Source: an optimization exercise on an open RTL-to-GDS flow (aim: small area). Production flows keep margins and buffers that such runs may drop.
The RTL was checked by simulation tests, not by an equivalence proof against the original design.

==> design/flow/design.v <==
module AFH_map_table(
A,
O
);
input [6:0] A;
output [6:0] O;
assign O = ~A;
endmodule
module div(
clk, rstz,
div_en_p,
dividend,
divisor,
rem79_o,
remN_o
);
input clk, rstz;
input div_en_p;
input [20:0] dividend;        
input [6:0] divisor;
output [6:0] rem79_o;
output [6:0] remN_o;
reg [4:0] dcnt;
wire idle = (dcnt == 5'd0);
wire dend = &dcnt;
always @(posedge clk or negedge rstz)
begin
  if (!rstz)
    dcnt <= 5'd0;
  else if (idle)
    dcnt <= div_en_p ? 5'd6 : 5'd0;
  else
    dcnt <= dcnt + 1'b1;
end
reg [20:0] sh;
always @(posedge clk or negedge rstz)
begin
  if (!rstz)
    sh <= 21'd0;
  else if (idle)
    sh <= dividend;
  else
    sh <= {sh[19:0], 1'b0};
end
wire b = sh[20];
reg [6:0] r79, rN;
wire [7:0] t79 = {r79, b};
wire [7:0] tN  = {rN, b};
wire [7:0] d79 = t79 - 8'd79;
wire [7:0] dN  = tN - {1'b0, divisor};
wire ge79 = (t79 >= 8'd79);
wire geN  = (tN >= {1'b0, divisor});
always @(posedge clk or negedge rstz)
begin
  if (!rstz)
    begin
      r79 <= 7'd0;
      rN  <= 7'd0;
    end
  else if (idle)
    begin
      r79 <= 7'd0;
      rN  <= 7'd0;
    end
  else
    begin
      r79 <= ge79 ? d79[6:0] : t79[6:0];
      rN  <= geN  ? dN[6:0]  : tN[6:0];
    end
end
reg [6:0] rem79_o, remN_o;
always @(posedge clk or negedge rstz)
begin
  if (!rstz)
    begin
      rem79_o <= 7'd0;
      remN_o  <= 7'd0;
    end
  else if (dend)
    begin
      rem79_o <= r79;
      remN_o  <= rN;
    end
end
endmodule
module hopkernal(
X, A, C,
B,
D,
E, F, Fprime,
Y1,
regi_AFH_channel_map,
regi_AFH_N,
fk
);
input [4:0] X, C;
input [4:0] A;
input [3:0] B;
input [8:0] D;
input [6:0] E, F, Fprime;
input Y1;
input [79:0] regi_AFH_channel_map;
input [6:0] regi_AFH_N;
output [6:0] fk;
wire [4:0] Zprime = X + A;
wire [4:0] Z;
assign Z[0] = B[0] ^ Zprime[0];
assign Z[1] = B[1] ^ Zprime[1];
assign Z[2] = B[2] ^ Zprime[2];
assign Z[3] = B[3] ^ Zprime[3];
assign Z[4] =  Zprime[4];
wire [4:0] stage1_z, stage2_z, stage3_z, stage4_z, stage5_z, stage6_z, stage7_z;
wire [13:0] P = {C[4:0] ^ {5{Y1}}, D[8:0]};
assign stage1_z[1] = P[13] ? Z[2] : Z[1];
assign stage1_z[2] = P[13] ? Z[1] : Z[2];
assign stage1_z[0] = P[12] ? Z[3] : Z[0];
assign stage1_z[3] = P[12] ? Z[0] : Z[3];
assign stage1_z[4] = Z[4];
assign stage2_z[1] = P[11] ? stage1_z[3] : stage1_z[1];
assign stage2_z[3] = P[11] ? stage1_z[1] : stage1_z[3];
assign stage2_z[2] = P[10] ? stage1_z[4] : stage1_z[2];
assign stage2_z[4] = P[10] ? stage1_z[2] : stage1_z[4];
assign stage2_z[0] = stage1_z[0];
assign stage3_z[0] = P[9] ? stage2_z[3] : stage2_z[0];
assign stage3_z[3] = P[9] ? stage2_z[0] : stage2_z[3];
assign stage3_z[1] = P[8] ? stage2_z[4] : stage2_z[1];
assign stage3_z[4] = P[8] ? stage2_z[1] : stage2_z[4];
assign stage3_z[2] = stage2_z[2];
assign stage4_z[3] = P[7] ? stage3_z[4] : stage3_z[3];
assign stage4_z[4] = P[7] ? stage3_z[3] : stage3_z[4];
assign stage4_z[0] = P[6] ? stage3_z[2] : stage3_z[0];
assign stage4_z[2] = P[6] ? stage3_z[0] : stage3_z[2];
assign stage4_z[1] = stage3_z[1];
assign stage5_z[1] = P[5] ? stage4_z[3] : stage4_z[1];
assign stage5_z[3] = P[5] ? stage4_z[1] : stage4_z[3];
assign stage5_z[0] = P[4] ? stage4_z[4] : stage4_z[0];
assign stage5_z[4] = P[4] ? stage4_z[0] : stage4_z[4];
assign stage5_z[2] = stage4_z[2];
assign stage6_z[3] = P[3] ? stage5_z[4] : stage5_z[3];
assign stage6_z[4] = P[3] ? stage5_z[3] : stage5_z[4];
assign stage6_z[1] = P[2] ? stage5_z[2] : stage5_z[1];
assign stage6_z[2] = P[2] ? stage5_z[1] : stage5_z[2];
assign stage6_z[0] = stage5_z[0];
assign stage7_z[2] = P[1] ? stage6_z[3] : stage6_z[2];
assign stage7_z[3] = P[1] ? stage6_z[2] : stage6_z[3];
assign stage7_z[0] = P[0] ? stage6_z[1] : stage6_z[0];
assign stage7_z[1] = P[0] ? stage6_z[0] : stage6_z[1];
assign stage7_z[4] = stage6_z[4];
wire [8:0] s79 = E + F + stage7_z + {Y1, 5'b0};             
wire [8:0] s79a = (s79 >= 9'd158) ? s79 - 9'd158 : s79;     
wire [6:0] adder2m79 = (s79a >= 9'd79) ? s79a - 9'd79 : s79a;
wire rfchused = regi_AFH_channel_map[adder2m79[6:0]];
wire [6:0] N = regi_AFH_N;
wire ge4 = {2'b0, E} >= {N, 2'b0};
wire [6:0] e4 = E - {N[4:0], 2'b0};
wire ge2 = {1'b0, E} >= {N, 1'b0};
wire [6:0] r2 = ge2 ? E - {N[5:0], 1'b0} : E;
wire [6:0] r1 = (r2 >= N) ? r2 - N : r2;
wire [6:0] emN = ge4 ? e4 : r1;
wire [7:0] tmp1N = emN + Fprime[6:0];
wire [7:0] tmp1mN = tmp1N[7:0] >= N ? tmp1N[7:0]-N : tmp1N[7:0];
wire [4:0] a7zmN = {2'b0,stage7_z[4:0]} >= N ? {2'b0,stage7_z[4:0]} - N : stage7_z[4:0];
wire [7:0] tmp2N = tmp1mN[6:0] + a7zmN + {Y1, 5'b0};
wire [6:0] adder2mN = tmp2N >= N ? tmp2N-N : tmp2N[6:0];
wire [6:0] fkprime, basicfk;
AFH_map_table AFH_map_table_u(
.A(adder2mN),
.O(fkprime)
);
assign basicfk = (adder2m79 >= 7'd40) ? {adder2m79[5:0] - 6'd40, 1'b1} : {adder2m79[5:0], 1'b0};
assign fk = rfchused ? basicfk : fkprime;
endmodule
module hopctrlwd(
clk_6M, rstz,
mpr_Y,
counter_clkN1, counter_clkE1,
psrxfhs,
pstxid,
ms_tslot_p,
Atrain,
regi_interlace_offset, regi_page_k_nudge,
regi_AFH_mode,
regi_AFH_N,
ps, gips, is, giis, page, inquiry, mpr, spr, ir, conns,
prs_clock_frozen, prm_clock_frozen,
CLK, CLKE, CLKN, BD_ADDR,
counter_isFHS,
X,
Y1,
A,
B,
C,
D,
E, F, Fprime
);
input clk_6M, rstz;
input mpr_Y;
input [5:0] counter_clkN1;
input [5:0] counter_clkE1;
input psrxfhs;
input pstxid;
input ms_tslot_p;
input Atrain;
input [4:0] regi_interlace_offset;
input [1:0] regi_page_k_nudge;
input regi_AFH_mode;
input [6:0] regi_AFH_N;
input ps, gips, is, giis, page, inquiry, mpr, spr, ir, conns;
input prs_clock_frozen, prm_clock_frozen;
input [27:0] CLK, CLKE, CLKN, BD_ADDR;
input [4:0] counter_isFHS;
output [4:0] X;
output Y1;
output [4:0] A;
output [3:0] B;
output [4:0] C;
output [8:0] D;
output [6:0] E, F, Fprime;
wire [4:0] koff = {Atrain, 1'b1, 1'b0, regi_page_k_nudge[1:0]};
wire [3:0] ye = {CLKE[4:2], CLKE[0]};
wire [3:0] yn = {CLKN[4:2], CLKN[0]};
wire [4:0] Xp = {CLKE[16] ^ (ye < CLKE[15:12]), ye} + koff;
wire [4:0] Xi = {CLKN[16] ^ (yn < CLKN[15:12]), yn} + koff;
reg [4:0] CLKN_frozen;
always @(posedge clk_6M or negedge rstz)
begin
  if (!rstz)
     CLKN_frozen <= 0;
  else if (!prs_clock_frozen)
     CLKN_frozen <= CLKN[16:12];
end
reg [4:0] Xp_frozen;
always @(posedge clk_6M or negedge rstz)
begin
  if (!rstz)
     Xp_frozen <= 0;
  else if (!prm_clock_frozen)
     Xp_frozen <= Xp;
end
wire [4:0] Xprs = CLKN_frozen + counter_clkN1[5:1];
wire [4:0] Xprm = Xp_frozen + counter_clkE1[5:1];
wire [4:0] Xir = CLKN[16:12] + counter_isFHS;
assign X = ({5{ps}}      & CLKN[16:12]) |
           ({5{gips}}    & (CLKN[16:12]+regi_interlace_offset)) |
           ({5{is|ir}}   & Xir) |
           ({5{giis}}    & (Xir+regi_interlace_offset)) |
           ({5{page}}    & Xp) |
           ({5{inquiry}} & Xi) |
           ({5{mpr}}     & Xprm) |
           ({5{spr}}     & Xprs) |
           ({5{conns}}   & CLK[6:2]);
wire spr_Y = pstxid | (!psrxfhs & counter_clkN1[0]);
assign Y1 = (page    & CLKE[1]) |
            (inquiry & CLKN[1]) |
            (mpr     & mpr_Y  ) |
            (spr     & spr_Y  ) |
            ir |
            (conns   & CLK[1] & !regi_AFH_mode);
wire oth = ps | gips | is | giis | page | inquiry | mpr | spr | ir;
wire [4:0] Cb = {BD_ADDR[8],BD_ADDR[6],BD_ADDR[4],BD_ADDR[2],BD_ADDR[0]};
assign A = ({5{oth}} & BD_ADDR[27:23]) | (({5{conns}} & BD_ADDR[27:23]) ^ CLK[25:21]);
assign B = BD_ADDR[22:19];
assign C = ({5{oth}} & Cb) | (({5{conns}} & Cb) ^ CLK[20:16]);
assign D = ({9{oth}} & BD_ADDR[18:10]) | ({9{conns}} & (BD_ADDR[18:10] ^ CLK[15:7]));
assign E = {BD_ADDR[13],BD_ADDR[11],BD_ADDR[9],BD_ADDR[7],BD_ADDR[5],BD_ADDR[3],BD_ADDR[1]};
reg div_en_p;
always @(posedge clk_6M or negedge rstz)
begin
  if (!rstz)
     div_en_p <= 0;
  else
     div_en_p <= (&CLK[6:0]) & ms_tslot_p;
end
wire [6:0] Ft, Fprimet;
div mod79_F(
.clk      (clk_6M      ),
.rstz     (rstz        ),
.div_en_p (div_en_p    ),
.dividend (CLK[27:7]   ),
.divisor  (regi_AFH_N  ),
.rem79_o  (Ft          ),
.remN_o   (Fprimet     )
);
assign F = {7{conns}} & Ft;
assign Fprime = {7{conns}} & Fprimet;
endmodule
module fkctrl(
clk_6M, rstz,
regi_isMaster,
ir,
psrxfhs_succ_p,
fk_page,
page,
ps_pagerespTO,
scancase,
m_half_tslot_p,
mpr,
m_tslot_p,
connsnewslave, connsnewmaster,
CLKN, CLKE, CLK,
txbit_period, rxbit_period,
fkset_p,   
ps, pstxid, psrxfhs, psackfhs, pagetxfhs, pagetmp, pagerxackfhs ,
corre_threshold,
counter_clkN1,
counter_clkE1,
fk_pstxid,
fk_psrxfhs,
fk_psackfhs,
fk_connsnewslave, fk_connsnewmaster,
fk_pagetxfhs,
fk_pagerxackfhs,
fk_spr, fk_mpr,
fk_chg_p, fk_chg_p_ff
);
input clk_6M, rstz;
input regi_isMaster;
input ir;
input psrxfhs_succ_p;
input fk_page;
input page;
input ps_pagerespTO;
input scancase;
input m_half_tslot_p;
input mpr;
input m_tslot_p;
input connsnewslave, connsnewmaster;
input [27:0] CLKN, CLKE, CLK;
input txbit_period, rxbit_period;
input fkset_p;   
input ps, pstxid, psrxfhs, psackfhs, pagetxfhs, pagetmp, pagerxackfhs ;
input corre_threshold;
output [5:0] counter_clkN1;
output [5:0] counter_clkE1;
output fk_pstxid;
output fk_psrxfhs;
output fk_psackfhs;
output fk_connsnewslave, fk_connsnewmaster;
output fk_pagetxfhs;
output fk_pagerxackfhs;
output fk_spr, fk_mpr;
output fk_chg_p, fk_chg_p_ff;
assign fk_spr = fk_pstxid | fk_psrxfhs | fk_psackfhs;
assign fk_mpr = fk_pagetxfhs | fk_pagerxackfhs;
wire ir_fkset_p = regi_isMaster ? fkset_p & !ir : fkset_p;
wire fk_chg_p = ((!(txbit_period | rxbit_period)) & ir_fkset_p);  
wire psrxfhs_fk_chg_p = fk_psrxfhs & fkset_p;
wire scancase_fk_chg_p = (scancase) & fkset_p;
reg fk_chg_p_ff;
always @(posedge clk_6M or negedge rstz)
begin
  if (!rstz)
     fk_chg_p_ff <= 0;
  else 
     fk_chg_p_ff <= fk_chg_p | scancase_fk_chg_p | psrxfhs_fk_chg_p;
end
reg fk_pstxid;
always @(posedge clk_6M or negedge rstz)
begin
  if (!rstz)
     fk_pstxid <= 0;
  else if (ps & corre_threshold & fkset_p)   
     fk_pstxid <= 1'b1;
  else if (pstxid & fk_chg_p)
     fk_pstxid <= 1'b0;
end
reg fk_psrxfhs;
always @(posedge clk_6M or negedge rstz)
begin
  if (!rstz)
     fk_psrxfhs <= 0;
  else if (pstxid & fk_chg_p)
     fk_psrxfhs <= 1'b1;
  else if ((psrxfhs & corre_threshold & fk_chg_p) | ps_pagerespTO)
     fk_psrxfhs <= 1'b0;
end
reg fk_psackfhs;
always @(posedge clk_6M or negedge rstz)
begin
  if (!rstz)
     fk_psackfhs <= 0;
  else if (psrxfhs & corre_threshold & fk_chg_p)
     fk_psackfhs <= 1'b1;
  else if (psackfhs & fk_chg_p & CLKN[0])
     fk_psackfhs <= 1'b0;
end
reg fk_connsnewslave;
always @(posedge clk_6M or negedge rstz)
begin
  if (!rstz)
     fk_connsnewslave <= 0;
  else if (psackfhs & fk_chg_p & CLKN[0])
     fk_connsnewslave <= 1'b1;
  else if (connsnewslave & fk_chg_p & CLK[0])   
     fk_connsnewslave <= 1'b0;
end
reg fk_pagetxfhs;
always @(posedge clk_6M or negedge rstz)
begin
  if (!rstz)
     fk_pagetxfhs <= 0;
  else if ( (pagetmp & fk_chg_p) | (pagerxackfhs & !corre_threshold & fk_chg_p) )
     fk_pagetxfhs <= 1'b1;
  else if ((pagetxfhs & fk_chg_p) | fk_page)
     fk_pagetxfhs <= 1'b0;
end
reg fk_pagerxackfhs;
always @(posedge clk_6M or negedge rstz)
begin
  if (!rstz)
     fk_pagerxackfhs <= 0;
  else if (pagetxfhs & fk_chg_p)
     fk_pagerxackfhs <= 1'b1;
  else if (pagerxackfhs & fk_chg_p & CLKE[0])
     fk_pagerxackfhs <= 1'b0;
end
reg fk_connsnewmaster;
always @(posedge clk_6M or negedge rstz)
begin
  if (!rstz)
     fk_connsnewmaster <= 0;
  else if (pagerxackfhs & corre_threshold & m_half_tslot_p)   
     fk_connsnewmaster <= 1'b1;
  else if ((connsnewmaster & fk_chg_p & CLK[0]) | page )  
     fk_connsnewmaster <= 1'b0;
end
wire ps_N_incr_p = (pstxid & fk_chg_p) | ((psrxfhs|psackfhs) & fkset_p & CLKN[0]);
reg [5:0] counter_clkN1;
always @(posedge clk_6M or negedge rstz)
begin
  if (!rstz)
    begin
     counter_clkN1 <= 0;
    end 
  else if (ps & corre_threshold & fkset_p)   
    begin
     counter_clkN1 <= 6'h1;
    end 
  else if (psrxfhs_succ_p)
     counter_clkN1 <= {counter_clkN1[5:1],1'b0};
  else if (ps_N_incr_p)
    begin
     counter_clkN1 <= counter_clkN1+1'b1;
    end 
end
wire page_N_incr_p = fk_chg_p & CLKE[0] & (pagetxfhs | pagerxackfhs);
reg [5:0] counter_clkE1;
always @(posedge clk_6M or negedge rstz)
begin
  if (!rstz)
    begin
     counter_clkE1 <= 0;
    end 
  else if (!fk_mpr)   
    begin
     counter_clkE1 <= 6'd0;
    end 
  else if (page_N_incr_p)  
    begin
     counter_clkE1 <= counter_clkE1+1'b1;
    end 
end
endmodule
module hopselection(
clk_6M, rstz, p_033us,
regi_isMaster,
ps_pagerespTO,
fk_page,
scancase,
m_half_tslot_p,
connsnewslave, connsnewmaster,
txbit_period, rxbit_period,
fkset_p,   
psackfhs, pagetxfhs, pagetmp, pagerxackfhs ,
corre_threshold,
psrxfhs_succ_p,
psrxfhs,
pstxid,
m_tslot_p, ms_tslot_p,
ps_N_incr_p,
pageAB_2Npage_count, 
Atrain,
regi_interlace_offset, regi_page_k_nudge,
regi_AFH_mode,
regi_AFH_N, regi_AFH_channel_map,
ps, gips, is, giis, page, inquiry, mpr, spr, ir, conns,
prs_clock_frozen, prm_clock_frozen,
CLK, CLKE, CLKN, BD_ADDR,
counter_isFHS,
fk,
fk_chg_p, fk_chg_p_ff,
fk_pstxid
);
input clk_6M, rstz, p_033us;
input regi_isMaster;
input ps_pagerespTO;
input fk_page;
input scancase;
input m_half_tslot_p;
input connsnewslave, connsnewmaster;
input txbit_period, rxbit_period;
input fkset_p;   
input psackfhs, pagetxfhs, pagetmp, pagerxackfhs ;
input corre_threshold;
wire [5:0] counter_clkN1;
wire [5:0] counter_clkE1;
input psrxfhs_succ_p;
input psrxfhs;
input pstxid;
input m_tslot_p, ms_tslot_p;
input ps_N_incr_p;
input [3:0] pageAB_2Npage_count;
input Atrain;
input [4:0] regi_interlace_offset, regi_page_k_nudge;
input regi_AFH_mode;
input [6:0] regi_AFH_N;
input [79:0] regi_AFH_channel_map;
input ps, gips, is, giis, page, inquiry, mpr, spr, ir, conns;
input prs_clock_frozen, prm_clock_frozen;
input [27:0] CLK, CLKE, CLKN, BD_ADDR;
input [4:0] counter_isFHS;
output [6:0] fk;
output fk_chg_p, fk_chg_p_ff;
output fk_pstxid;
wire [4:0] X;
wire Y1;
wire [4:0] A;
wire [3:0] B;
wire [4:0] C;
wire [8:0] D;
wire [6:0] E, F, Fprime;
wire fk_connsnewslave, fk_connsnewmaster;
wire fk_psrxfhs, fk_spr, fk_mpr;
wire fk_conns = conns | fk_connsnewslave | fk_connsnewmaster;
wire [27:0] fk_CLK = fk_conns ? CLK + 1'b1 : CLK;
wire [16:0] fk_CLKE = CLKE[16:0] + 1'b1;
wire [16:0] fk_CLKN = CLKN[16:0] + 1'b1;
hopctrlwd hopctrlwd_u(
.clk_6M               (clk_6M               ),
.rstz                 (rstz                 ),
.mpr_Y                (counter_clkE1[0]     ),
.counter_clkN1        (counter_clkN1        ),
.counter_clkE1        (counter_clkE1        ),
.psrxfhs              (fk_psrxfhs           ),
.pstxid               (fk_pstxid            ),
.ms_tslot_p           (ms_tslot_p           ),
.Atrain               (Atrain               ),
.regi_interlace_offset(regi_interlace_offset),
.regi_page_k_nudge    (regi_page_k_nudge[1:0]),
.regi_AFH_mode        (regi_AFH_mode        ),
.regi_AFH_N           (regi_AFH_N           ),
.ps                   (ps                   ),
.gips                 (gips                 ),
.is                   (is                   ),
.giis                 (giis                 ),
.page                 (fk_page              ),
.inquiry              (inquiry              ),
.mpr                  (fk_mpr               ),
.spr                  (fk_spr               ),
.ir                   (ir                   ),
.conns                (fk_conns             ),
.prs_clock_frozen     (prs_clock_frozen     ),
.prm_clock_frozen     (prm_clock_frozen     ),
.CLK                  (fk_CLK               ),
.CLKE                 ({11'b0, fk_CLKE}     ),
.CLKN                 ({11'b0, fk_CLKN}     ),
.BD_ADDR              (BD_ADDR              ),
.counter_isFHS        (counter_isFHS        ),
.X                    (X                    ),
.Y1                   (Y1                   ),
.A                    (A                    ),
.B                    (B                    ),
.C                    (C                    ),
.D                    (D                    ),
.E                    (E                    ),
.F                    (F                    ),
.Fprime               (Fprime               )
);
hopkernal hopkernal_u(
.X                   (X                   ),
.A                   (A                   ),
.C                   (C                   ),
.B                   (B                   ),
.D                   (D                   ),
.E                   (E                   ),
.F                   (F                   ),
.Fprime              (Fprime              ),
.Y1                  (Y1                  ),
.regi_AFH_channel_map(regi_AFH_channel_map),
.regi_AFH_N          (regi_AFH_N          ),
.fk                  (fk                  )
);
fkctrl fkctrl_u(
.clk_6M         (clk_6M         ), 
.rstz           (rstz           ),
.regi_isMaster  (regi_isMaster  ),
.ir             (ir             ),
.psrxfhs_succ_p (psrxfhs_succ_p ),
.fk_page        (fk_page        ),
.page           (page           ),
.ps_pagerespTO  (ps_pagerespTO  ),
.scancase       (scancase       ),
.m_half_tslot_p (m_half_tslot_p ),
.mpr            (mpr            ),
.m_tslot_p      (m_tslot_p      ),
.connsnewslave  (connsnewslave  ),
.connsnewmaster (connsnewmaster ),
.CLKN           (CLKN           ),
.CLKE           (CLKE           ),
.CLK            (CLK            ),
.txbit_period   (txbit_period   ), 
.rxbit_period   (rxbit_period   ),
.fkset_p        (fkset_p        ),   
.ps             (ps             ), 
.pstxid         (pstxid         ), 
.psrxfhs        (psrxfhs        ), 
.psackfhs       (psackfhs       ), 
.pagetxfhs      (pagetxfhs      ), 
.pagetmp        (pagetmp        ), 
.pagerxackfhs   (pagerxackfhs   ),
.corre_threshold(corre_threshold),
.counter_clkN1   (counter_clkN1   ),
.counter_clkE1   (counter_clkE1   ),
.fk_pstxid       (fk_pstxid       ),
.fk_psrxfhs      (fk_psrxfhs      ),
.fk_psackfhs     (fk_psackfhs     ),
.fk_connsnewslave(fk_connsnewslave),
.fk_connsnewmaster(fk_connsnewmaster),
.fk_pagetxfhs    (fk_pagetxfhs    ),
.fk_pagerxackfhs (fk_pagerxackfhs ),
.fk_spr          (fk_spr          ),
.fk_mpr          (fk_mpr          ),
.fk_chg_p        (fk_chg_p        ),
.fk_chg_p_ff     (fk_chg_p_ff     )
);
endmodule
==> design/flow/run.sh <==
#!/bin/bash
# synth_recipe.tcl (not shown) runs the flow's synth.tcl, then flattens the netlist and writes it again
# the make line also repeats each setting of config.mk as NAME=value (left out here)
make -C /OpenROAD-flow-scripts/flow DESIGN_CONFIG=/design/flow/config.mk WORK_HOME=/design/flow/orfs CLKGATE_MAP_FILE= SYNTH_SCRIPT=/design/flow/synth_recipe.tcl finish
==> design/flow/config.mk <==
export PLATFORM = sky130hd
export DESIGN_NAME = hopselection
export DESIGN_NICKNAME = hopselection
export VERILOG_FILES = /design/flow/design.v
export SDC_FILE = /design/flow/constraint.sdc
export NUM_CORES = 4
export LEC_CHECK = 0
export CAP_MARGIN = 20
export CORE_MARGIN = 2
export CORE_UTILIZATION = 40
export PLACE_DENSITY = 0.6
export SLEW_MARGIN = 20
==> design/flow/constraint.sdc <==
create_clock -name core_clock -period 25.0 [get_ports {clk_6M}]
set_input_delay 5.0000 -clock core_clock [delete_from_list [all_inputs] [get_ports {clk_6M}]]
set_output_delay 5.0000 -clock core_clock [all_outputs]
set_load 0.01 [all_outputs]
==> summary.md, run 1 <==
| Metric | Value |
|---|---|
| Synth Cell Area | `0.0120 mm^2` |
| DR vias | `between 10k and 15k` |
| FF-to-FF End | `hopctrlwd_u.mod79_F.rN[2]` |
| Post-synthesis instance total | `roughly 1.4k` |
| Leading cell types by count after synthesis | `126 x nand2_1, 116 x ha_1, 114 x nor2_1, 103 x a21oi_1, 97 x xnor2_1` |
| Post-synth ARST share | `100%` |
| Final hold violation count | `0` |
| First-pass GRT wire length | `55,500 um` |
| Final core occ | `50.8%` |
| Slowest stage cell, crit path | `clkdlybuf4s50_1` |
| Die area | `about 0.031 mm^2` |
| Crit-path max FO | `14` |
| Period utilisation layout | `95.1%` |
| Dpl hpwl | `28,400 um` |
| Clock Pin Slew Worst Setup and Hold Paths | `about 70 ps` |
| Final TNS setup | `0 ps` |
| Routed WL per cell | `approximately 17 um` |
| Most Crowded Layer GR | `met2` |
| Worst R2R Path Depth | `12` |
| Worst path required time | `roughly 20,000 ps` |
| Yosys top cell by area | `dfrtp_1` |
| Vias in the first global route | `about 11k` |
| Synth Net Count | `1,833` |
| Pin count of the biggest net entering global routing | `86` |
| Global-route usage over all layers | `between 20 and 25%` |
| Core box area | `0.0296 mm^2` |
| Mean post-synth cell area | `slightly above 8 um^2` |
| Clock latency (worst-skew pair) | `350 ps` |
| First drt pass iteration count | `7` |
| Grt met2 use | `~37%` |
| Worst hold path depth | `2` |
| Worst R2R Start | `hopctrlwd_u.mod79_F.sh[20]` |
| Delay of the slowest critical-path stage | `640 ps` |
| #FFs+latches synth | `between 80 and 90` |
| Max-slew violations | `0` |
| Max-Slew Margin vs Limit | `around a third` |
| GRT overflow | `0` |
| RD Place Congestion | `roughly 0.86` |
| CTS tree | `yes` |
| I/O pins | `~270` |
| Initial antenna violation count | `0` |
| Die Height | `177 um` |
| CP Class | `input pin to output port` |
| Skew final | `8.79 ps` |
| CTS max path bufs | `2` |
| Total wire length | `between 30,000 and 40,000 um` |
| Final Instance Count excl. Fillers | `approximately 2k` |
| Iteration-0 DRC Markers | `between 600 and 700` |
| # nets final | `a little over 2k` |
| Inst Count DP | `2,035` |
| RSZ-0062 raised after global routing | `no` |
| Final setup fails | `0` |
| Seq/Total Area, Yosys | `17.8%` |
| # DRC | `0` |
| Worst hold path class | `register to register` |
| Largest cells by area after synthesis | `dfrtp_1 18%, ha_1 12%, xnor2_1 7.1%, mux2_2 4.7%, mux2i_1 4.7%` |
| Via-to-Cell Ratio | `between 5 and 6` |
| Met1 Use GR | `slightly below 30%` |
| Clock buffer count from CTS | `9` |
| Met3 Usage GRT | `under 10%` |
| # hold bufs at CTS | `0` |
| Setup ws final | `1220 ps` |
| Most used DFF post-synth | `dfrtp_1` |
| Port-buffer cells | `~230` |
| Share of the synthesized area in the top cell type | `17.8%` |
| Cell with the most instances after synthesis | `nand2_1` |
| Worst Min Path Start | `hopctrlwd_u.div_en_p` |
| Antenna-violating nets left | `0` |
| Row cnt | `63` |
| Clk root buf | `clkbuf_16` |
| Status | `timing/DRC/antenna clean` |
| Initial Utilization | `approximately two fifths` |
| Htree depth | `3` |
| Hold EP | `hopctrlwd_u.mod79_F.dcnt[2]` |
| EDFF count, synth | `0` |
| Share of layout cells above drive strength 1 | `between 7 and 8%` |
| MaxCap Viol Count | `0` |
| Highest clock rate | `42.1 MHz` |
| Pre-CTS setup slack | `about 890 ps` |
| Number of diodes | `0` |
| Arrival time at the worst endpoint | `approximately 19,000 ps` |
| Reg-to-reg slack, setup | `22,130 ps` |
| Fill cells | `2,858` |
| Crit-path most repeated cell | `fa_1` |
| Least-Margin Pin Slew | `986 ps` |
| Min Tclk post-route | `approximately 24,000 ps` |
| Ys Warns | `6` |
| Critical Path Start Type | `input pin` |
| CP Capture Type | `output port` |
| Width of the die | `177 um` |
| Library cells used by synthesis | `94` |
| # clock sinks | `85` |
| Area grow syn2layout | `25.4%` |
-- cells by family (layout without fill, tap and decap cells) --
family          count (synthesis)  count (layout)  share of synthesized area, %
simple gates                  454             454                          18.8
buf+inv                       120             339                          4.22
mux                           119             119                          11.4
compound gates                381             381                          21.4
flops                          85              85                          17.8
fa+ha+maj                     135             135                          15.3
xor+xnor                      148             148                          11.1
-- layout make-up --
type,count,area (um^2),share of cell area (%)
Sequential cell,85,2130,14.2
Timing Repair Buffer,241,2390,15.9
Clock inverter,7,114,0.758
Clock buffer,9,225,1.50
Multi-Input combinational cell,1237,9360,62.4
Inverter,82,308,2.05
Tap cell,390,488,3.25
-- state kept, by name, summed over array words and instances, names as in the netlist, 5 cells and up --
name	cells
fkctrl_u.counter_clkE1	6
hopctrlwd_u.Xp_frozen	5
hopctrlwd_u.mod79_F.dcnt	5
hopctrlwd_u.mod79_F.remN_o	7
hopctrlwd_u.CLKN_frozen	5
hopctrlwd_u.mod79_F.rem79_o	7
hopctrlwd_u.mod79_F.sh	21
hopctrlwd_u.mod79_F.r79	7
fkctrl_u.counter_clkN1	6
hopctrlwd_u.mod79_F.rN	7
-- how the worst max path moves through the flow --
stage | cells after the start | from | slack, ps | end
2_1_floorplan | 50 | CLKN[0] | 4160 | fk[2]
3_3_place_gp | 48 | CLKN[0] | 1120 | fk[5]
3_5_place_dp | 48 | CLKN[0] | 890 | fk[5]
4_1_cts | 48 | CLKN[0] | 880 | fk[5]
5_1_grt | 51 | CLKN[0] | 10 | fk[5]
6_report | 48 | CLKN[0] | 1220 | fk[5]
-- layer usage --
layer  vias to the layer above  wire length, um
met1                      5327            16000
met4                         0              412
li1                       5709                -
met3                        31             1650
met5                         -                0
met2                       299            16500
-- worst max-delay path: cells and delay by family --
family | cells | cell delay [ps]
adders and majority gates | 7 | 3120
xor gates and xnor gates | 5 | 1320
buffers and inverters | 6 | 1660
and+or+nand+nor | 10 | 3010
muxes | 7 | 1700
AOI/OAI and AO/OA | 13 | 2950
-- layout by cell type (no fill, tap or decap), drive strengths merged, types with 13 or more instances in the layout --
cell | Yosys | layout
o21ai | 77 | 77
inv | 82 | 85
xor2 | 50 | 50
mux2 | 56 | 56
nor3 | 23 | 23
nor2b | 23 | 23
dfrtp | 85 | 85
fa | 19 | 19
o22ai | 14 | 14
nand2 | 127 | 127
nor2 | 115 | 115
ha | 116 | 116
or3 | 13 | 13
and3 | 13 | 13
a31oi | 13 | 13
clkdlybuf4s50 | 0 | 230
nand2b | 13 | 13
a21oi | 104 | 104
nand4 | 25 | 25
nor4 | 14 | 14
mux2i | 57 | 57
xnor2 | 98 | 98
a21o | 45 | 45
and2 | 19 | 19
nand3 | 43 | 43
a221oi | 13 | 13
-- metrics by stage --
| stage | cell area, um^2 | hold slack [ps] |
|---|---|---|
| global route | 15000 | 506 |
| floorplan | 12000 | 439 |
| finish | 15000 | 479 |
| detailed placement | 14700 | 468 |
| global placement | 14700 | 456 |
| CTS | 15000 | 485 |
-- timing repair --
action	in CTS	in global routing
endpoints found under the hold margin	0	0
buffers inserted	0	0
resized for setup	0	1
endpoints found under the setup margin	0	6
==> inputs of run 2 (changes only) <==
==> design/flow/flow/run.sh (new file) <==
#!/bin/bash
# Own layout flow: the standard ORFS flow (standard.sh) with two changes:
#  - Yosys's abc step maps the combinational logic with an area-oriented ABC
#    script (flow/area.abc) instead of ORFS's speed script; registers are
#    untouched (they are mapped by dfflibmap before abc).
#  - the port buffers that buffer_ports inserts are sky130_fd_sc_hd__buf_1.
# Every tool's output goes to a log file in the work folder.
set -euo pipefail
W=$(pwd)
cat > "$W/own_synth.tcl" <<TCL
proc abc {args} {
  set i [lsearch \$args -script]
  if {\$i >= 0} { set args [lreplace \$args [expr {\$i+1}] [expr {\$i+1}] $W/flow/area.abc] }
  yosys abc {*}\$args
}
source $W/synth_recipe.tcl
TCL
bash "$W/standard.sh" "SYNTH_SCRIPT=$W/own_synth.tcl" \
  "BUFFER_PORTS_ARGS=-buffer_cell sky130_fd_sc_hd__buf_1" finish > "$W/standard.log" 2>&1
==> design/flow/flow/area.abc (new file) <==
&get -n
&st
&dc2
&dch -f
&nf -R 1000
&st
&dch -f
&nf -R 1000
&put
==> design/flow/standard.sh (new file) <==
#!/bin/bash
# synth_recipe.tcl (not shown) runs the flow's synth.tcl, then flattens the netlist and writes it again
# the make line also repeats each setting of config.mk as NAME=value (left out here)
make -C /OpenROAD-flow-scripts/flow DESIGN_CONFIG=/design/flow/config.mk WORK_HOME=/design/flow/orfs CLKGATE_MAP_FILE= SYNTH_SCRIPT=/design/flow/synth_recipe.tcl "${@:-finish}"
removed: design/flow/run.sh
==> run 2 against run 1 <==
Compared with the run above:
- still clean on timing, DRC and antenna
- sequential share of layout area up 3.6 points
- worst hold slack worse by 27 ps
- global-route usage down 1.2 points
- flip-flop and latch count unchanged
- clock skew down 2.4 ps
- critical path depth up 8
- largest cell class unchanged
- highest routed layer unchanged
==> summary.md, run 2 <==
| Metric | Value |
|---|---|
| Status | `timing/DRC/antenna clean` |
| Post-synth ARST share | `100% (unchanged)` |
| Synth Net Count | `1,632 (-11%)` |
| Vias in the first global route | `9,227 (-16%)` |
| Area grow syn2layout | `16.0%` |
| Max-Slew Margin vs Limit | `29.6% (-4.2 points)` |
| Final TNS setup | `0 ps (unchanged)` |
| CP Class | `input pin to output port` |
| Yosys top cell by area | `dfrtp_1` |
| First drt pass iteration count | `7 (unchanged)` |
| Max-slew violations | `0 (unchanged)` |
| Total wire length | `28,100 um (-19%)` |
| Commonest cells after routing, fill and taps aside | `230 x buf_1, 123 x nand2_1, 123 x a21oi_1, 116 x ha_1, 100 x o21ai_0` |
| Leading cell types by count after synthesis | `123 x a21oi_1, 123 x nand2_1, 116 x ha_1, 100 x o21ai_0, 87 x xnor2_1` |
| Core box area | `0.0253 mm^2 (-15%)` |
| Final core occ | `47.3% (-3.5 points)` |
| RSZ-0062 raised after global routing | `no` |
| Arrival time at the worst endpoint | `17,640 ps (-1140 ps)` |
| Clock Pin Slew Worst Setup and Hold Paths | `60 ps (about the same)` |
| Highest clock rate | `44.2 MHz (+5.0%)` |
| Crit-path max FO | `17 (+3)` |
| # hold bufs at CTS | `0 (unchanged)` |
| Port-buffer cells | `231 (unchanged)` |
| Largest Register | `hopctrlwd_u.mod79_F.sh` |
| MaxCap Viol Count | `0 (unchanged)` |
| Worst hold path class | `register to register` |
| Max reg flops | `21 (unchanged)` |
| Routed WL per cell | `15.4 um (-8.8%)` |
| Initial antenna violation count | `0 (unchanged)` |
| Post-synthesis instance total | `1,241 (-14%)` |
| Clock buffer count from CTS | `9 (unchanged)` |
| EDFF count, synth | `0 (unchanged)` |
| Skew final | `6.34 ps (-2.44 ps)` |
| Final setup fails | `0 (unchanged)` |
| Final hold violation count | `0 (unchanged)` |
| Min Tclk post-route | `22,640 ps (-1140 ps)` |
| Width of the die | `165 um (-7.1%)` |
| Largest cells by area after synthesis | `dfrtp_1 21%, ha_1 14%, xnor2_1 7.4%, a21oi_1 6.0%, mux2i_1 5.3%` |
| Clk root buf | `clkbuf_16` |
| Commonest non-fill, non-tap cell in the layout | `buf_1` |
| Iteration-0 DRC Markers | `463 (-33%)` |
| Least-Margin Pin Slew | `1060 ps (+70.7 ps)` |
| Library cells used by synthesis | `50 (-47%)` |
| Clock latency (worst-skew pair) | `340 ps (about the same)` |
| Number of diodes | `0 (unchanged)` |
| CP Capture Type | `output port` |
| Cts repair resizes | `0 (unchanged)` |
| Ys Warns | `6 (unchanged)` |
| Worst path required time | `20,000 ps (about the same)` |
| DR vias | `9,771 (-14%)` |
| Share of the synthesized area in the top cell type | `20.6% (+2.9 points)` |
| Slowest stage cell, crit path | `xnor2_1` |
| Worst R2R Path Depth | `16 (+4)` |
| Pin count of the biggest net entering global routing | `53 (-38%)` |
| Global-route usage over all layers | `20.6% (-1.2 points)` |
| Period utilisation layout | `90.6% (-4.6 points)` |
| Mean post-synth cell area | `8.31 um^2 (about the same)` |
| Via-to-Cell Ratio | `5.35 (-3.4%)` |
| Synth Cell Area | `0.0103 mm^2 (-14%)` |
| Initial Utilization | `40.8% (+0.31 points)` |
| # DRC | `0 (unchanged)` |
| CTS max path bufs | `2 (unchanged)` |
| #FFs+latches synth | `85 (unchanged)` |
| RD Place Congestion | `0.901 (+5.0%)` |
| First-pass GRT wire length | `44,900 um (-19%)` |
| Setup ws final | `2360 ps (+1140 ps)` |
| Delay of the slowest critical-path stage | `760 ps (+120 ps)` |
| Dpl hpwl | `23,400 um (-17%)` |
| Antenna-violating nets left | `0 (unchanged)` |
| Seq/Total Area, Yosys | `20.6% (+2.9 points)` |
| GRT overflow | `0 (unchanged)` |
| I/O pins | `266 (unchanged)` |
| Row cnt | `58 (-7.9%)` |
| # clock sinks | `85 (unchanged)` |
| Die area | `0.0271 mm^2 (-14%)` |
| Worst hold path depth | `2 (unchanged)` |
| # nets final | `1,882 (-8.1%)` |
| Setup Fix Bufs, Post-CTS | `0 (unchanged)` |
| Die Height | `165 um (-7.1%)` |
| Pre-CTS setup slack | `2240 ps (+1350 ps)` |
| Critical Path Start Type | `input pin` |
| Reg-to-reg slack, setup | `21,110 ps (-1020 ps)` |
| CTS tree | `yes` |
| Crit-path most repeated cell | `and3_1` |
| Fill cells | `2,571 (-10%)` |
| Htree depth | `3 (unchanged)` |
| Most used DFF post-synth | `dfrtp_1` |
| Share of layout cells above drive strength 1 | `1.94% (-5.9 points)` |
## run 2: changes by cell type after synthesis, moves of 19 or more
| cell | before | now |
|---|---|---|
| and2_1 | 19 | 0 |
| o21ai_0 | 74 | 100 |
| mux2_2 | 50 | 0 |
| nor2_1 | 114 | 65 |
| mux2_1 | 2 | 41 |
| clkinv_1 | 0 | 83 |
| clkbuf_1 | 26 | 0 |
| inv_1 | 81 | 0 |
| a21oi_1 | 103 | 123 |
## run 2: layout make-up
class                      instances  area (um^2)  share of cell area (%)
multi-input combinational       1073         7910                    66.1
sequential                        85         2130                    17.8
timing repair buffer             239          931                    7.79
tap                              330          413                    3.45
inverter                          83          312                    2.61
clock buffer                      11          243                    2.03
clock inverter                     4         25.0                   0.209
## run 2: logic make-up after synthesis
| kind of cell | share of synthesized area [%] |
|---|---|
| and+or+nand+nor | 16.7 |
| AOI/OAI and AO/OA | 19.3 |
| xor gates and xnor gates | 12.3 |
| adders and majority gates | 17.8 |
| muxes | 10.3 |
| DFF | 20.6 |
| buffers and inverters | 3.02 |
## run 2: critical path: cells and delay by family
kind | cells | cell delay (ps)
multiplexers | 5 | 1410
AND/OR/NAND/NOR | 19 | 3760
XOR/XNOR | 7 | 2150
AO/OA/AOI/OAI | 15 | 2900
buffers and inverters | 5 | 880
adder cells (fa/ha/maj) | 5 | 1490
## run 2: worst paths after layout
kind                                                  from                             end
worst max-delay path                                 conns                           fk[6]
worst min-delay path            hopctrlwd_u.mod79_F.sh[17]      hopctrlwd_u.mod79_F.sh[18]
worst max register to register  fkctrl_u.fk_connsnewmaster      hopctrlwd_u.mod79_F.sh[20]
worst min register to register  hopctrlwd_u.mod79_F.sh[17]      hopctrlwd_u.mod79_F.sh[18]
max in group asynchronous                             rstz  hopctrlwd_u.mod79_F.rem79_o[1]
min in group asynchronous                             rstz      hopctrlwd_u.CLKN_frozen[2]
## run 2: metal layers
metal	vias up	routed length, um	track usage, %
met3	26	1560	2.56
li1	4982	-	-
met1	4473	12400	26.6
met4	0	365	4.47
met5	-	0	0
met2	290	13700	36.8
## run 2: metrics by stage
stage / instance area, um^2 / cells / hold slack [ps]
floorplan: 10300 / 1241 / 422
global placement: 11700 / 1810 / 432
detailed placement: 11700 / 1810 / 443
CTS: 11900 / 1825 / 457
global route: 12000 / 1825 / 473
finish: 12000 / 1825 / 452
==> inputs of run 3 (changes only) <==
--- a/design/flow/design.v
+++ b/design/flow/design.v
@@ -150,5 +150,6 @@
 wire [8:0] s79a = (s79 >= 9'd158) ? s79 - 9'd158 : s79;     
 wire [6:0] adder2m79 = (s79a >= 9'd79) ? s79a - 9'd79 : s79a;
-wire rfchused = regi_AFH_channel_map[adder2m79[6:0]];
+wire [127:0] cmap = {49'b0, regi_AFH_channel_map[78:0]};
+wire rfchused = cmap[adder2m79[6:0]];
 wire [6:0] N = regi_AFH_N;
 wire ge4 = {2'b0, E} >= {N, 2'b0};
==> design/flow/flow/area.abc (replaced) <==
&get -n
&st
&deepsyn -T 20
&dch -f
&nf -R 1000
&put
--- a/design/flow/config.mk
+++ b/design/flow/config.mk
@@ -9,4 +9,7 @@
 export CORE_MARGIN = 2
 export CORE_UTILIZATION = 40
+export CTS_BUF_LIST = sky130_fd_sc_hd__clkbuf_8
+export CTS_CLUSTER_DIAMETER = 100
+export CTS_CLUSTER_SIZE = 30
 export PLACE_DENSITY = 0.6
 export SLEW_MARGIN = 20
==> run 3 against run 2 <==
Compared with the run above:
- routed wire length increased by 6.3%
- count of clock-buffer cells in the layout decreased by 1
- flip-flop and latch count unchanged
- core utilization decreased by 0.67 points
- synthesized cell count decreased by 2.1%
- register-to-register slack got worse by 150 ps
- sequential share of layout area increased by 0.52 points
- critical path depth decreased by 6
- via count increased by 0.79%
- worst hold slack improved by 10 ps
==> summary.md, run 3 <==
| Metric | Value |
|---|---|
| Skew final | `18.6 ps (+12.3 ps)` |
| MaxCap Viol Count | `0 (unchanged)` |
| Share of layout cells above drive strength 1 | `2.11% (+0.17 points)` |
| Die Height | `163 um (-1.2%)` |
| Worst hold path class | `register to register` |
| Initial Utilization | `40.4% (-0.43 points)` |
| Crit-path max FO | `19 (+2)` |
| Pin count of the biggest net entering global routing | `61 (+15%)` |
| GRT overflow | `0 (unchanged)` |
| EDFF count, synth | `0 (unchanged)` |
| Worst hold path depth | `1 (-1)` |
| RSZ-0062 raised after global routing | `no` |
| Setup ws final | `1860 ps (-503 ps)` |
| Commonest cells after routing, fill and taps aside | `229 x buf_1, 142 x a21oi_1, 116 x ha_1, 97 x nor2_1, 94 x nand2_1` |
| Seq/Total Area, Yosys | `21.2% (+0.52 points)` |
| Status | `timing/DRC/antenna clean` |
| Worst R2R Path Depth | `15 (-1)` |
| Total wire length | `29,800 um (+6.3%)` |
| Min Tclk post-route | `23,140 ps (+503 ps)` |
| Clock Pin Slew Worst Setup and Hold Paths | `90 ps (+30 ps)` |
| Synth Net Count | `1,606 (-1.6%)` |
| Largest Register | `hopctrlwd_u.mod79_F.sh` |
| Library cells used by synthesis | `51 (+2.0%)` |
| Commonest non-fill, non-tap cell in the layout | `buf_1` |
| Final setup fails | `0 (unchanged)` |
| Worst path required time | `20,000 ps (about the same)` |
| Adder-Cell Fraction of Synth Area | `18.2% (+0.45 points)` |
| # DRC | `0 (unchanged)` |
| I/O pins | `266 (unchanged)` |
| Largest family of logic cells by synthesized area | `compound AO/OA/AOI/OAI gates` |
| Yosys top cell by area | `dfrtp_1` |
| Width of the die | `163 um (-1.2%)` |
| # hold bufs at CTS | `0 (unchanged)` |
| Critical Path Start Type | `input pin` |
| Area grow syn2layout | `15.6%` |
| Max-Slew Margin vs Limit | `38.3% (+8.7 points)` |
| CTS max path bufs | `2 (unchanged)` |
| Multiplexer area fraction after synthesis | `6.50% (-3.8 points)` |
| Largest cells by area after synthesis | `dfrtp_1 21%, ha_1 14%, a21oi_1 7.1%, xnor2_1 6.9%, mux2_1 3.8%` |
| Leading cell types by count after synthesis | `142 x a21oi_1, 116 x ha_1, 97 x nor2_1, 94 x nand2_1, 93 x clkinv_1` |
| # clock sinks | `85 (unchanged)` |
| Vias in the first global route | `9,396 (+1.8%)` |
| Iteration-0 DRC Markers | `546 (+18%)` |
| Clock latency (worst-skew pair) | `370 ps (+30 ps)` |
| Port-buffer cells | `230 (-0.43%)` |
| Arrival time at the worst endpoint | `18,140 ps (+500 ps)` |
| Final hold violation count | `0 (unchanged)` |
| #FFs+latches synth | `85 (unchanged)` |
| Post-synthesis instance total | `1,215 (-2.1%)` |
| CP Capture Type | `output port` |
| Synth Area in Compound Gates | `22.8% (+3.5 points)` |
| Max reg flops | `21 (unchanged)` |
| # nets final | `1,859 (-1.2%)` |
| Period utilisation layout | `92.6% (+2.0 points)` |
| Htree depth | `3 (unchanged)` |
| First drt pass iteration count | `8 (+1)` |
| Cell with the most instances after synthesis | `a21oi_1` |
| Xor/xnor share of the synthesized area | `10.4% (-2.0 points)` |
| Delay of the slowest critical-path stage | `630 ps (-130 ps)` |
| Share of the synthesized area in the top cell type | `21.2% (+0.52 points)` |
| RD Place Congestion | `0.919 (+2.0%)` |
| Simple-gate area share of the yosys netlist | `17.5% (+0.80 points)` |
| Least-Margin Pin Slew | `918 ps (-138 ps)` |
| Post-synth ARST share | `100% (unchanged)` |
| Initial antenna violation count | `1 (+1)` |
| Pre-CTS setup slack | `1930 ps (-313 ps)` |
| CP Class | `input pin to output port` |
| Global-route usage over all layers | `22.3% (+1.7 points)` |
| Synth Cell Area | `0.0101 mm^2 (-2.5%)` |
| Via-to-Cell Ratio | `5.46 (+2.0%)` |
| Dpl hpwl | `25,000 um (+6.6%)` |
| Slowest stage cell, crit path | `fa_1` |
| Routed WL per cell | `16.5 um (+7.6%)` |
| Setup Fix Bufs, Post-CTS | `0 (unchanged)` |
| Final TNS setup | `0 ps (unchanged)` |
| Clk root buf | `clkbuf_8` |
| Die area | `0.0264 mm^2 (-2.4%)` |
| Most used DFF post-synth | `dfrtp_1` |
| Antenna-violating nets left | `0 (unchanged)` |
| Cts repair resizes | `0 (unchanged)` |
| DR vias | `9,848 (+0.79%)` |
| Core box area | `0.0249 mm^2 (-1.4%)` |
| CTS tree | `yes` |
| Max-slew violations | `0 (unchanged)` |
| Ys Warns | `6 (unchanged)` |
| First-pass GRT wire length | `47,000 um (+4.7%)` |
| Clock buffer count from CTS | `9 (unchanged)` |
| Row cnt | `58 (unchanged)` |
| Fill cells | `2,558 (-0.51%)` |
| Mean post-synth cell area | `8.27 um^2 (-0.39%)` |
| Highest clock rate | `43.2 MHz (-2.2%)` |
-- run 3: final timing paths --
path | startpoint | to | slack, ps
worst max-delay path | CLKN[0] | fk[2] | 1860
worst min-delay path | hopctrlwd_u.mod79_F.sh[13] | hopctrlwd_u.mod79_F.sh[14] | 460
worst max register to register | fkctrl_u.fk_connsnewslave | hopctrlwd_u.mod79_F.sh[20] | 20960
worst min register to register | hopctrlwd_u.mod79_F.sh[13] | hopctrlwd_u.mod79_F.sh[14] | 460
max in group asynchronous | rstz | fkctrl_u.counter_clkE1[1] | 19310
min in group asynchronous | rstz | hopctrlwd_u.mod79_F.sh[8] | 4560
-- run 3: worst max-delay path, delay by kind of cell --
family          cells  cell delay (ps)
simple gates       11             2240
xor+xnor            5             1310
mux                 8             2460
fa+ha+maj           4             1990
compound gates     16             3780
buf+inv             6             1370
-- run 3: cell families (layout without fill, tap and decap cells) --
group           count (synthesis)  in the layout
compound gates                357            357
xor+xnor                      119            119
fa+ha+maj                     135            135
buf+inv                        93            350
flops                          85             85
mux                            61             61
other cells                     0              1
simple gates                  365            365
-- run 3: final cells by class --
cell class	count	area, um^2	area share (%)
Antenna cell	1	2.50	0.0215
Clock buffer	10	138	1.18
Clock inverter	5	36.3	0.312
Inverter	93	349	3.01
Multi-Input combinational cell	1037	7590	65.4
Sequential cell	85	2130	18.3
Tap cell	330	413	3.55
Timing Repair Buffer	242	957	8.24
-- run 3: layer usage --
metal / global-route usage (%) / vias up / routed length [um] / part of all wire (%)
li1: - / 4970 / - / -
met1: 27.7 / 4515 / 13100 / 44
met2: 40.3 / 329 / 14300 / 48
met3: 3.31 / 34 / 1850 / 6.2
met4: 5.95 / 0 / 606 / 2.0
met5: 0 / - / 0 / 0
-- run 3: through the flow --
step	area, um^2	utilization [%]	cells	hold slack [ps]
after floorplan	10100	-	1215	433
after global placement	11400	46.0	1787	436
after detailed placement	11400	46.0	1787	442
after CTS	11600	46.7	1802	463
after global routing	11600	46.7	1802	484
final	11600	46.7	1803	462
==> inputs of run 4 (changes only) <==
--- a/design/flow/flow/run.sh
+++ b/design/flow/flow/run.sh
@@ -1,7 +1,9 @@
 #!/bin/bash
-# Own layout flow: the standard ORFS flow (standard.sh) with two changes:
+# Own layout flow: the standard ORFS flow (standard.sh) with these changes:
 #  - Yosys's abc step maps the combinational logic with an area-oriented ABC
 #    script (flow/area.abc) instead of ORFS's speed script; registers are
 #    untouched (they are mapped by dfflibmap before abc).
+#  - adders and comparators use a ripple-carry $lcu (flow/lcu_ripple.v)
+#    instead of ORFS's Kogge-Stone one: smaller, and fast enough at 25 ns.
 #  - the port buffers that buffer_ports inserts are sky130_fd_sc_hd__buf_1.
 # Every tool's output goes to a log file in the work folder.
@@ -17,3 +19,4 @@
 TCL
 bash "$W/standard.sh" "SYNTH_SCRIPT=$W/own_synth.tcl" \
+  "SYNTH_OPERATIONS_ARGS=-extra-map $W/flow/lcu_ripple.v" \
   "BUFFER_PORTS_ARGS=-buffer_cell sky130_fd_sc_hd__buf_1" finish > "$W/standard.log" 2>&1
==> design/flow/flow/area.abc (replaced) <==
&get -n
&st
&deepsyn -T 20
&dch -f
&nf -R 1000
&put
&get -n
&st
&dch -f
&nf -R 1000
&put
==> design/flow/flow/lcu_ripple.v (new file) <==
(* techmap_celltype = "$lcu" *)
module _80_lcu_ripple (P, G, CI, CO);
	parameter WIDTH = 2;

	(* force_downto *)
	input [WIDTH-1:0] P, G;
	input CI;

	(* force_downto *)
	output [WIDTH-1:0] CO;

	integer i;
	(* force_downto *)
	reg [WIDTH-1:0] c;

	wire [1023:0] _TECHMAP_DO_ = "proc; opt -fast";

	always @* begin
		c[0] = G[0] | (P[0] & CI);
		for (i = 1; i < WIDTH; i = i + 1)
			c[i] = G[i] | (P[i] & c[i-1]);
	end

	assign CO = c;
endmodule
==> run 4 against run 3 <==
Compared with the run above:
- still clean on timing, DRC and antenna
- setup slack got worse by 1300 ps
- routed wire length down 1.5%
- sequential share of layout area is 0.94 points lower
- critical path depth up 31
- clock skew is 1.9 ps lower
- non-clock buffer count rose by 64
- core utilization up 4.1 points
- die area fell by 3.0%
- critical endpoint is now fk[3]
- largest cell class unchanged
- highest routed layer unchanged
==> summary.md, run 4 <==
| Metric | Value |
|---|---|
| Post-route cell area | `0.0122 mm^2 (+5.4%)` |
| EDFF count, synth | `0 (unchanged)` |
| Met3 Usage GRT | `3.06% (-0.25 points)` |
| Multiplexer area fraction after synthesis | `6.04% (-0.46 points)` |
| Iteration-0 DRC Markers | `422 (-23%)` |
| RD Place Congestion | `0.920 (about the same)` |
| # DRC | `0 (unchanged)` |
| Max-slew violations | `0 (unchanged)` |
| MaxCap Viol Count | `0 (unchanged)` |
| Post-synthesis instance total | `1,063 (-13%)` |
| Initial antenna violation count | `0 (-1)` |
| Post-synth ARST share | `100% (unchanged)` |
| Least-Margin Pin Slew | `924 ps (+5.30 ps)` |
| Commonest cells after routing, fill and taps aside | `222 x buf_1, 118 x ha_1, 116 x clkinv_1, 102 x o21ai_0, 93 x nand2_1` |
| Antenna-violating nets left | `0 (unchanged)` |
| Adder-Cell Fraction of Synth Area | `34.7% (+16 points)` |
| Most used DFF post-synth | `dfrtp_1` |
| Synth Area in Compound Gates | `17.7% (-5.0 points)` |
| GRT overflow | `0 (unchanged)` |
| Clock Pin Slew Worst Setup and Hold Paths | `100 ps (about the same)` |
| Skew final | `16.7 ps (-1.85 ps)` |
| Final setup fails | `0 (unchanged)` |
| Most Crowded Layer GR | `met2` |
| Delay of the slowest critical-path stage | `440 ps (-190 ps)` |
| Status | `timing/DRC/antenna clean` |
| Largest cells by area after synthesis | `dfrtp_1 22%, ha_1 18%, fa_1 16%, o21ai_0 5.4%, clkinv_1 4.8%` |
| Xor/xnor share of the synthesized area | `2.79% (-7.6 points)` |
| # hold bufs at CTS | `0 (unchanged)` |
| #FFs+latches synth | `85 (unchanged)` |
| Share of the synthesized area in the top cell type | `21.8% (+0.67 points)` |
| CTS max path bufs | `2 (unchanged)` |
| Cell with the most instances after synthesis | `ha_1` |
| Highest clock rate | `40.9 MHz (-5.3%)` |
| Htree depth | `3 (unchanged)` |
| Worst R2R Start | `hopctrlwd_u.mod79_F.sh[20]` |
| Placed instance area | `0.0115 mm^2 (+0.13%)` |
| Dpl hpwl | `24,100 um (-3.5%)` |
| DR vias | `9,123 (-7.4%)` |
| Synth Cell Area | `0.00974 mm^2 (-3.1%)` |
| Port-buffer cells | `230 (unchanged)` |
| Worst Min Path Start | `hopctrlwd_u.mod79_F.sh[0]` |
| Met1 Use GR | `30.9% (+3.2 points)` |
| Library cells used by synthesis | `44 (-14%)` |
| Clock buffer count from CTS | `9 (unchanged)` |
| Synth Net Count | `1,541 (-4.0%)` |
| Largest Register | `hopctrlwd_u.mod79_F.sh` |
| Leading cell types by count after synthesis | `142 x ha_1, 125 x clkinv_1, 105 x o21ai_0, 98 x nand2_1, 85 x dfrtp_1` |
| Crit-path max FO | `6 (-13)` |
| Clk root buf | `clkbuf_8` |
| CP Capture Type | `output port` |
| Die area | `0.0256 mm^2 (-3.0%)` |
| Core box area | `0.0241 mm^2 (-3.2%)` |
| Worst path required time | `20,000 ps (about the same)` |
| Worst hold path class | `register to register` |
| Via-to-Cell Ratio | `5.34 (-2.3%)` |
| Max reg flops | `21 (unchanged)` |
| Yosys top cell by area | `dfrtp_1` |
| Width of the die | `160 um (-1.5%)` |
| Critical Path Start Type | `input pin` |
| Simple-gate area share of the yosys netlist | `12.1% (-5.4 points)` |
| # nets final | `1,858 (-0.054%)` |
| I/O pins | `266 (unchanged)` |
| Final hold violation count | `0 (unchanged)` |
| Initial Utilization | `40.4% (about the same)` |
| Grt met2 use | `38.7% (-1.6 points)` |
| CTS tree | `yes` |
| Final Instance Count excl. Fillers | `1,709 (-5.2%)` |
| First drt pass iteration count | `5 (-3)` |
| Min Tclk post-route | `24,430 ps (+1290 ps)` |
| Max-Slew Margin vs Limit | `38.2% (-0.066 points)` |
| Area grow syn2layout | `25.7%` |
| Ys Warns | `6 (unchanged)` |
| Slowest stage cell, crit path | `fa_1` |
| CP Class | `input pin to output port` |
| Clock latency (worst-skew pair) | `380 ps (about the same)` |
| Fill cells | `2,364 (-7.6%)` |
| First-pass GRT wire length | `46,900 um (-0.21%)` |
| Share of layout cells above drive strength 1 | `13.4% (+11 points)` |
| Seq/Total Area, Yosys | `21.8% (+0.67 points)` |
| Vias in the first global route | `9,112 (-3.0%)` |
| Global-route usage over all layers | `22.9% (+0.58 points)` |
| Largest family of logic cells by synthesized area | `adder cells` |
| Row cnt | `57 (-1.7%)` |
| Pin count of the biggest net entering global routing | `66 (+8.2%)` |
| Mean post-synth cell area | `9.16 um^2 (+11%)` |
| Routed WL per cell | `17.2 um (+3.9%)` |
| Inst Count DP | `1,675 (-6.3%)` |
| Die Height | `160 um (-1.5%)` |
| CP startpoint | `CLK[0]` |
| # clock sinks | `85 (unchanged)` |
| Period utilisation layout | `97.7% (+5.2 points)` |
| Crit-path most repeated cell | `ha_2` |
| Hold slack | `469 ps (+7.24 ps)` |
| Total wire length | `29,400 um (-1.5%)` |
| Commonest non-fill, non-tap cell in the layout | `buf_1` |
| Number of diodes | `0 (-1)` |
| Arrival time at the worst endpoint | `19,430 ps (+1290 ps)` |
run 4: cell types whose count changed after synthesis, sizes merged, moves of 13 or more:
cell	before	now
and3	25	8
a22o	0	15
ha	116	142
xnor2	79	21
xor2	40	10
o22ai	4	24
nor2	97	79
fa	19	80
nand3	30	17
a21oi	142	61
clkinv	93	125
o21ai	52	105
a21o	40	3
run 4: area by class of cell:
type	count	area [um^2]	area share [%]
Inverter	125	470	3.84
Clock buffer	10	138	1.12
Clock inverter	6	71.3	0.582
Tap cell	324	405	3.31
Sequential cell	85	2130	17.4
Multi-Input combinational cell	853	7560	61.8
Timing Repair Buffer	306	1470	12.0
run 4: worst max-delay path, delay by kind of cell:
family | cells | cell delay, ps
AOI/OAI and AO/OA | 11 | 1730
xor gates and xnor gates | 3 | 410
adders and majority gates | 40 | 8650
buffers and inverters | 15 | 1400
muxes | 6 | 1400
and+or+nand+nor | 6 | 800
run 4: through the flow:
| stage | TNS, ps | setup slack (ps) | utilization [%] |
|---|---|---|---|
| 2_1_floorplan | 0 | 405 | - |
| 3_3_place_gp | -1070 | -197 | 47.5 |
| 3_5_place_dp | -2330 | -381 | 47.5 |
| 4_1_cts | 0 | 5.95 | 48.8 |
| 5_1_grt | -416 | -83.3 | 50.8 |
| 6_report | 0 | 567 | 50.8 |
run 4: worst paths after layout:
check	slack (ps)	end	cells after the start
setup / recovery	570	fk[3]	81
hold / removal	470	hopctrlwd_u.mod79_F.sh[1]	2
setup reg to reg	21440	hopctrlwd_u.mod79_F.rN[5]	13
hold reg to reg	470	hopctrlwd_u.mod79_F.sh[1]	2
max in group asynchronous	19340	hopctrlwd_u.mod79_F.sh[15]	2
min in group asynchronous	4540	hopctrlwd_u.Xp_frozen[2]	1
run 4: layer usage:
metal | share of wire [%] | routed length [um] | up-vias
li1 | - | - | 4426
met1 | 44 | 12900 | 4323
met2 | 48 | 14100 | 339
met3 | 6.1 | 1800 | 35
met4 | 2.0 | 601 | 0
met5 | 0 | 0 | -
run 4: timing repair:
| item | in CTS | in global routing |
|---|---|---|
| setup buffers | 4 | 14 |
| pin swaps | 7 | 26 |
| setup endpoints to repair | 7 | 7 |
| gates resized for setup | 22 | 99 |
run 4: logic make-up after synthesis:
| kind of cell | after synthesis |
|---|---|
| fa+ha+maj | 222 |
| simple gates | 265 |
| xor+xnor | 31 |
| buf+inv | 125 |
| compound gates | 279 |
| mux | 56 |
| flops | 85 |

## port drivers added, routing unchanged
How much do the figures lean on ideal ports? The routed layouts below were timed once more, with nothing changed but the port constraints. Step 1 sets driving cells, clkbuf_16 on the clock port and buf_2 on the other inputs (assumed; they add their load-dependent delay and slew). Step 2, shift: input delay + t, output delay - t, t = (earliest + latest rising clock arrival at the registers) / 2. This alone moves slack from input paths to output paths. a / b / c = ideal ports / drivers / drivers and shift; a / b = the first two.
run	t, ns	slack for setup (ns)	latest minus earliest clock arrival (ns)	worst register clock-pin slew, ns	cell pins on the clock port's net
run 1	0.387	1.221 / 1.198 / 1.198	0.009 / 0.009	0.07 / 0.07	1
run 2	0.375	2.360 / 2.332 / 2.332	0.008 / 0.008	0.06 / 0.06	1
run 3	0.400	1.857 / 1.830 / 1.830	0.018 / 0.018	0.10 / 0.10	1
run 4	0.404	0.567 / 0.547 / 0.547	0.018 / 0.018	0.10 / 0.10	1
After both steps setup and hold are still met in every run listed. For run 2, which loses most, drivers alone change the setup slack by -0.028 ns; drivers and shift together by -0.028 ns.
